What follows belongs to an exercise in optimizing a design on an open flow for small area and a short achievable clock period; a production flow would make more cautious choices. Function was not checked in any run shown here: the RTL went through the layout flow alone. Power figures rest on the tool's default switching activity, not on a simulated workload.

## flow/design.v (module list and top-level ports; edited modules follow where they fit)
// module fa: 4 lines
// module ha: 4 lines
// module bsel: 3 lines
// module top_fp_mul_N32_M23_E8: 1279 lines
module top_fp_mul_N32_M23_E8(input  wire clk,
                             input  wire [31:0] a1,
                             input  wire [31:0] b1,
                             output wire [31:0] y);
  // ...
==> flow/run.sh <==
#!/bin/bash
# synth_recipe.tcl (not shown) runs the flow's synth.tcl, then flattens the netlist and writes it again
# the make line also repeats each setting of config.mk as NAME=value (left out here)
make -C /OpenROAD-flow-scripts/flow DESIGN_CONFIG=/design/flow/config.mk WORK_HOME=/design/flow/orfs CLKGATE_MAP_FILE= SYNTH_SCRIPT=/design/flow/synth_recipe.tcl finish
==> flow/config.mk <==
export PLATFORM = sky130hd
export DESIGN_NAME = top_fp_mul_N32_M23_E8
export DESIGN_NICKNAME = top_fp_mul_N32_M23_E8
export VERILOG_FILES = /design/flow/design.v
export SDC_FILE = /design/flow/constraint.sdc
export NUM_CORES = 4
export LEC_CHECK = 0
export ABC_AREA = 1
export CAP_MARGIN = 20
export CORE_MARGIN = 2
export CORE_UTILIZATION = 40
export SETUP_SLACK_MARGIN = 4.0
export SLEW_MARGIN = 20
export SYNTH_HIERARCHICAL = 1
==> flow/constraint.sdc <==
create_clock -name core_clock -period 8.5 [get_ports {clk}]
set_input_delay 1.7000 -clock core_clock [delete_from_list [all_inputs] [get_ports {clk}]]
set_output_delay 1.7000 -clock core_clock [all_outputs]
set_load 0.01 [all_outputs]
==> flow_summary_export.csv, run 1 <==
group,metric,value,unit
outcome,status,"timing/DRC/antenna clean",
power_and_ir_drop,top_power_group,"combinational cells",
place,place_ws,3250,ps
power_and_ir_drop,power,9.06,mW
timing,min_period_over_period,0.550,
worst_setup_path,cp.buffers_inverters,2,
final_layout,final-clk-cell-share,0.0227,
worst_setup_path,rr_endpoint,"rp22$_DFF_P_",
worst_setup_path,rrSetupSlack,3990,ps
floorplan,core.rowCount,81,
timing,period_needed,4670,ps
logic_synthesis,yosysSeqAreaShare,0.130,
floorplan,num_tap_cells,664,
final_layout,multiInputGateArea,16600,µm²
timing,finalSetupViolCount,0,
final_layout,dominant_cells,"multi-input gates",
final_layout,sh_seq_area,0.110,
place,dp_hpwl,47.1,mm
floorplan,core_area,49000,µm²
routing,top_layer,"met5",
logic_synthesis,synth_area,19900,µm²
routing,drt-met1-wl,31.6,mm
routing,drc,0,
worst_setup_path,cp_num_cells,15,
place,numPortBuffers,96,
final_layout,layout_commonest_cell,"nand2_1",
hold_path,hp-class,"flip-flop to flip-flop",
floorplan,die_w,227,µm
final_layout,nMultiInputCombCells,2568,
worst_setup_path,cp.arrival,2970,ps
clock_network,htree_levels,4,
logic_synthesis,synth_top_area_frac,0.288,
final_layout,drive_above_1_share,0.127,
final_layout,final_cells,4063,
worst_setup_path,startpoint,"ry[4]$_DFF_P_",
worst_setup_path,critical_path_class,"flip-flop to output port",
timing,hold_ws,325,ps
routing,wl_met3,8.96,mm
power_and_ir_drop,clk-power,728,µW
flow_run,maxCapViolCount,0,
timing,fin_setup_tns,0,ps
==> run 2: changes to the inputs <==
--- a/flow/config.mk
+++ b/flow/config.mk
@@ -9,6 +9,6 @@
 export CAP_MARGIN = 20
 export CORE_MARGIN = 2
 export CORE_UTILIZATION = 40
-export SETUP_SLACK_MARGIN = 4.0
+export SETUP_SLACK_MARGIN = 3.5
 export SLEW_MARGIN = 20
 export SYNTH_HIERARCHICAL = 1
==> run 2 against run 1 <==
  * Still clean on timing, DRC and antenna
  * Core utilization shrank 4.6 points
  * Non-clock buffer count fell by 149
  * Routed wire length decreased by 11%
  * Worst setup slack got worse by 210 ps
  * Area after synthesis unchanged
  * Power fell by 12%
  * Global-route usage decreased by 2.7 points
  * Largest cell class unchanged
==> flow_summary_export.csv, run 2 <==
group,metric,value,unit
outcome,status,"timing/DRC/antenna clean",
timing,hold_viol,0,
routing,viasPerCell,5.19,
timing,drv_slew,0,
clock_network,cts_buffers,17,
final_layout,final_cells,3916,
logic_synthesis,synth_top_area_frac,0.288,
logic_synthesis,synth_flop_cell,"dfxtp_1",
floorplan,initial_core_util,0.406,
logic_synthesis,async_flop_share,0,
clock_network,cts.clk_slew.worst_paths,60,ps
logic_synthesis,synth_top_cells_by_count,"nand2_1, inv_1, nand3_1, fa_1, dfxtp_1",
final_layout,final_nets,3652,
timing,finClkSkew,18.1,ps
timing,period_needed,4880,ps
routing,drt_first_iter_violations,2010,
place,gp_congestion,0.904,
floorplan,core_area,49000,µm²
place,numPortBuffers,96,
final_layout,mostFrequentLayoutCells,"nand2_1, inv_1, nand3_1",
timing,rsz0062_at_grt,"true",
worst_setup_path,worstPathCellList,"ha_1 -> nand2_2 -> nor2_4 -> nand2_2 -> nor2_4 -> nand2_2 -> nand2_4 -> nand2_4 -> nand2_2 -> nand2_4 -> nand2_8 -> nand3_1 -> nand2_1 -> clkdlybuf4s50_1",
final_layout,multiInputGateArea,16100,µm²
grt,antenna_found_initial,0,
clock_network,clock_latency,460,ps
final_layout,reg.largest.list,"rx: 25 flops, ry: 25 flops, ra: 23 flops",
grt,first_global_vias,19500,
worst_setup_path,end_kind,"output port",
power_and_ir_drop,power,7.99,mW
routing,num_vias,20300,
logic_synthesis,synth_cells,3037,
worst_setup_path,start_kind,"flip-flop",
power_and_ir_drop,power_density,347,nW/µm²
logic_synthesis,synth_area,19900,µm²
timing,finalWorstSetupSlack,3620,ps
logic_synthesis,synth_area_leaders,"nand2_1, fa_1, dfxtp_1, nand3_1, inv_1",
flow_run,maxCapViolCount,0,
routing,drc,0,
worst_setup_path,crit_fanout,15,
logic_synthesis,synth-edff-count,0,
floorplan,dieArea,51400,µm²
timing,worst_slew_pin_slew,718,ps
worst_setup_path,critical_path_class,"flip-flop to output port",
place,dp.cells,3876,
grt,grt_overflow,0,
place,place_ws,3190,ps
final_layout,layout_commonest_cell,"nand2_1",
logic_synthesis,synth.yosys.warnings,7,
logic_synthesis,synthDistinctLibCells,43,
floorplan,core.rowCount,81,
routing,dr.pass1.iters,9,
logic_synthesis,synth_top_cell_by_area,"nand2_1",
floorplan,fp.dieH,227,µm
timing,fmax,205,MHz
place,dp_hpwl,48.4,mm
worst_setup_path,path_delay_family,"simple AND/OR/NAND/NOR gates",
final_layout,fill_cells,4924,
routing,final_antenna_net_count,0,
final_layout,area_delta_synth_final,15.9,%
worst_setup_path,cp.arrival,3180,ps
grt,grt_pass1_wl,108,mm
logic_synthesis,synth.avg_cell_area,6.54,µm²
floorplan,io-pin-count,97,
grt,grt_max_degree,50,
worst_setup_path,crit_required,6800,ps
floorplan,die_w,227,µm
clock_network,cts_buffer_depth,2,
timing,fin_setup_tns,0,ps
power_and_ir_drop,ir_worst_vdd,0.301,mV
logic_synthesis,synth.most_common_cell,"nand2_1",
routing,wl_per_cell,17.8,µm
grt,grt_usage,0.277,
worst_setup_path,crit_top_cell,"nand2_2",
worst_setup_path,cp.buffers_inverters,1,
worst_setup_path,cpPeakStageDelay,540,ps
final_layout,num_antenna_cells,0,
worst_setup_path,critPathSlowestCell,"clkdlybuf4s50_1",
logic_synthesis,yosysSeqAreaShare,0.130,
clock_network,htree_levels,4,
power_and_ir_drop,power.leakage,13.0,nW
timing,maxSlewHeadroom,0.521,
clock_network,hold_buffers,0,
final_layout,seq_area,2640,µm²
clock_network,cts_tree,"built",
timing,min_period_over_period,0.574,
final_layout,drive_above_1_share,0.0517,
clock_network,clockRootBuffer,"clkbuf_16",
routing,wl,69.7,mm
clock_network,clock-sinks,129,
logic_synthesis,synth_seq_cells,129,
timing,finalSetupViolCount,0,
hold_path,hp-class,"flip-flop to flip-flop",
==> run 2: changes by cell type in the layout (fill, tap and decap cells not counted), moves of 20 or more <==
| cell | before | now |
|---|---|---|
| buf_4 | 115 | 31 |
| dfxtp_1 | 73 | 111 |
| ha_1 | 57 | 77 |
| fa_1 | 243 | 266 |
| clkdlybuf4s50_1 | 67 | 94 |
| ha_4 | 24 | 1 |
| dfxtp_4 | 50 | 13 |
| fa_2 | 23 | 0 |
==> run 2: path summary, 6_finish.rpt <==
check                      from  cells past startpoint       endpoint  slack (ps)
hold / removal       rs$_DFF_P_                      0    rs2$_DFF_P_         330
hold reg to reg      rs$_DFF_P_                      0    rs2$_DFF_P_         330
setup / recovery  rx[8]$_DFF_P_                     14          y[10]        3620
setup reg to reg  ra[0]$_DFF_P_                     15  ry[0]$_DFF_P_        3650
==> run 2: worst register-to-register path: cells and delay by family, from the launching register on <==
family                   cells  cell delay [ps]
AO/OA/AOI/OAI                1              180
AND/OR/NAND/NOR              4              710
buffers and inverters        2              450
adder cells (fa/ha/maj)      7             2910
XOR/XNOR                     1              230
flip-flops                   1              310
==> run 2: per-layer routing <==
metal / vias up / wire (µm) / track usage
met2: 923 / 30700 / 0.440
met3: 163 / 6390 / 0.0505
met1: 9474 / 30100 / 0.378
met5: - / 0 / 0
li1: 9766 / - / -
met4: 0 / 2460 / 0.0970
==> run 2: cell families after synthesis <==
| logic type | synth area share |
|---|---|
| simple gates | 0.406 |
| buf+inv | 0.0763 |
| fa+ha+maj | 0.320 |
| flops | 0.130 |
| compound gates | 0.0308 |
| xor+xnor | 0.0340 |
| mux | 0.00284 |
| other cells | 0.000189 |
==> run 2: layout make-up <==
class / instances / share of cell area
Clock buffer: 21 / 0.0204
Clock inverter: 11 / 0.00348
Inverter: 374 / 0.0610
Multi-Input combinational cell: 2570 / 0.701
Sequential cell: 129 / 0.115
Tap cell: 664 / 0.0361
Timing Repair Buffer: 147 / 0.0635
==> run 2: what timing repair did <==
action / in CTS / in global routing
resized for setup: 17 / 61
pin swaps: 1 / 6
cloned: 1 / 4
endpoints found under the setup margin: 27 / 33
setup buffers: 0 / 3
==> run 2: modules after synthesis, one instance, submodules excluded <==
module                 flip-flops and latches  times used  cell area, µm²
ha                                          0          22            12.5
fa                                          0         264            20.0
top_fp_mul_N32_M23_E8                     129           1            7030
bsel                                        0         264            27.5
==> run 2: power breakdown <==
part	total, mW	internal (mW)	leakage [nW]	switching (mW)
sequential	0.932	0.825	1.09	0.107
combinational	6.35	2.71	11.6	3.64
clock	0.705	0.396	0.262	0.309
==> run 2: metrics by stage <==
| step | hold slack, ps | utilization | instance area [µm²] |
|---|---|---|---|
| 5_1_grt | 333 | 0.470 | 23000 |
| 3_5_place_dp | 313 | 0.451 | 22100 |
| 2_1_floorplan | 310 | - | 20000 |
| 4_1_cts | 330 | 0.464 | 22700 |
| 3_3_place_gp | 311 | 0.451 | 22100 |
| 6_report | 326 | 0.470 | 23000 |

[what the ideal ports hide]
The flow's constraints put no driver on any port. The routed layouts listed below were extracted and timed again, unchanged, in two steps.
Step 1 assumes that a clkbuf_16 drives the clock port and a buf_2 every other input.
Step 2, shift: input delay + t, output delay - t, t = (earliest + latest rising clock arrival at the registers) / 2. This alone moves slack from input paths to output paths.
Slacks: no drivers / after step 1 / after step 2; pairs: no drivers / after step 1.
run | t (ns) | setup WS [ns] | worst register clock-pin slew, ns | pins driven straight from the clock port
run 1 | 0.506 | 3.826 / 3.771 / 3.994 | 0.07 / 0.07 | 1
run 2 | 0.509 | 3.620 / 3.565 / 3.652 | 0.07 / 0.07 | 1
After both steps setup and hold are still met in every run listed.
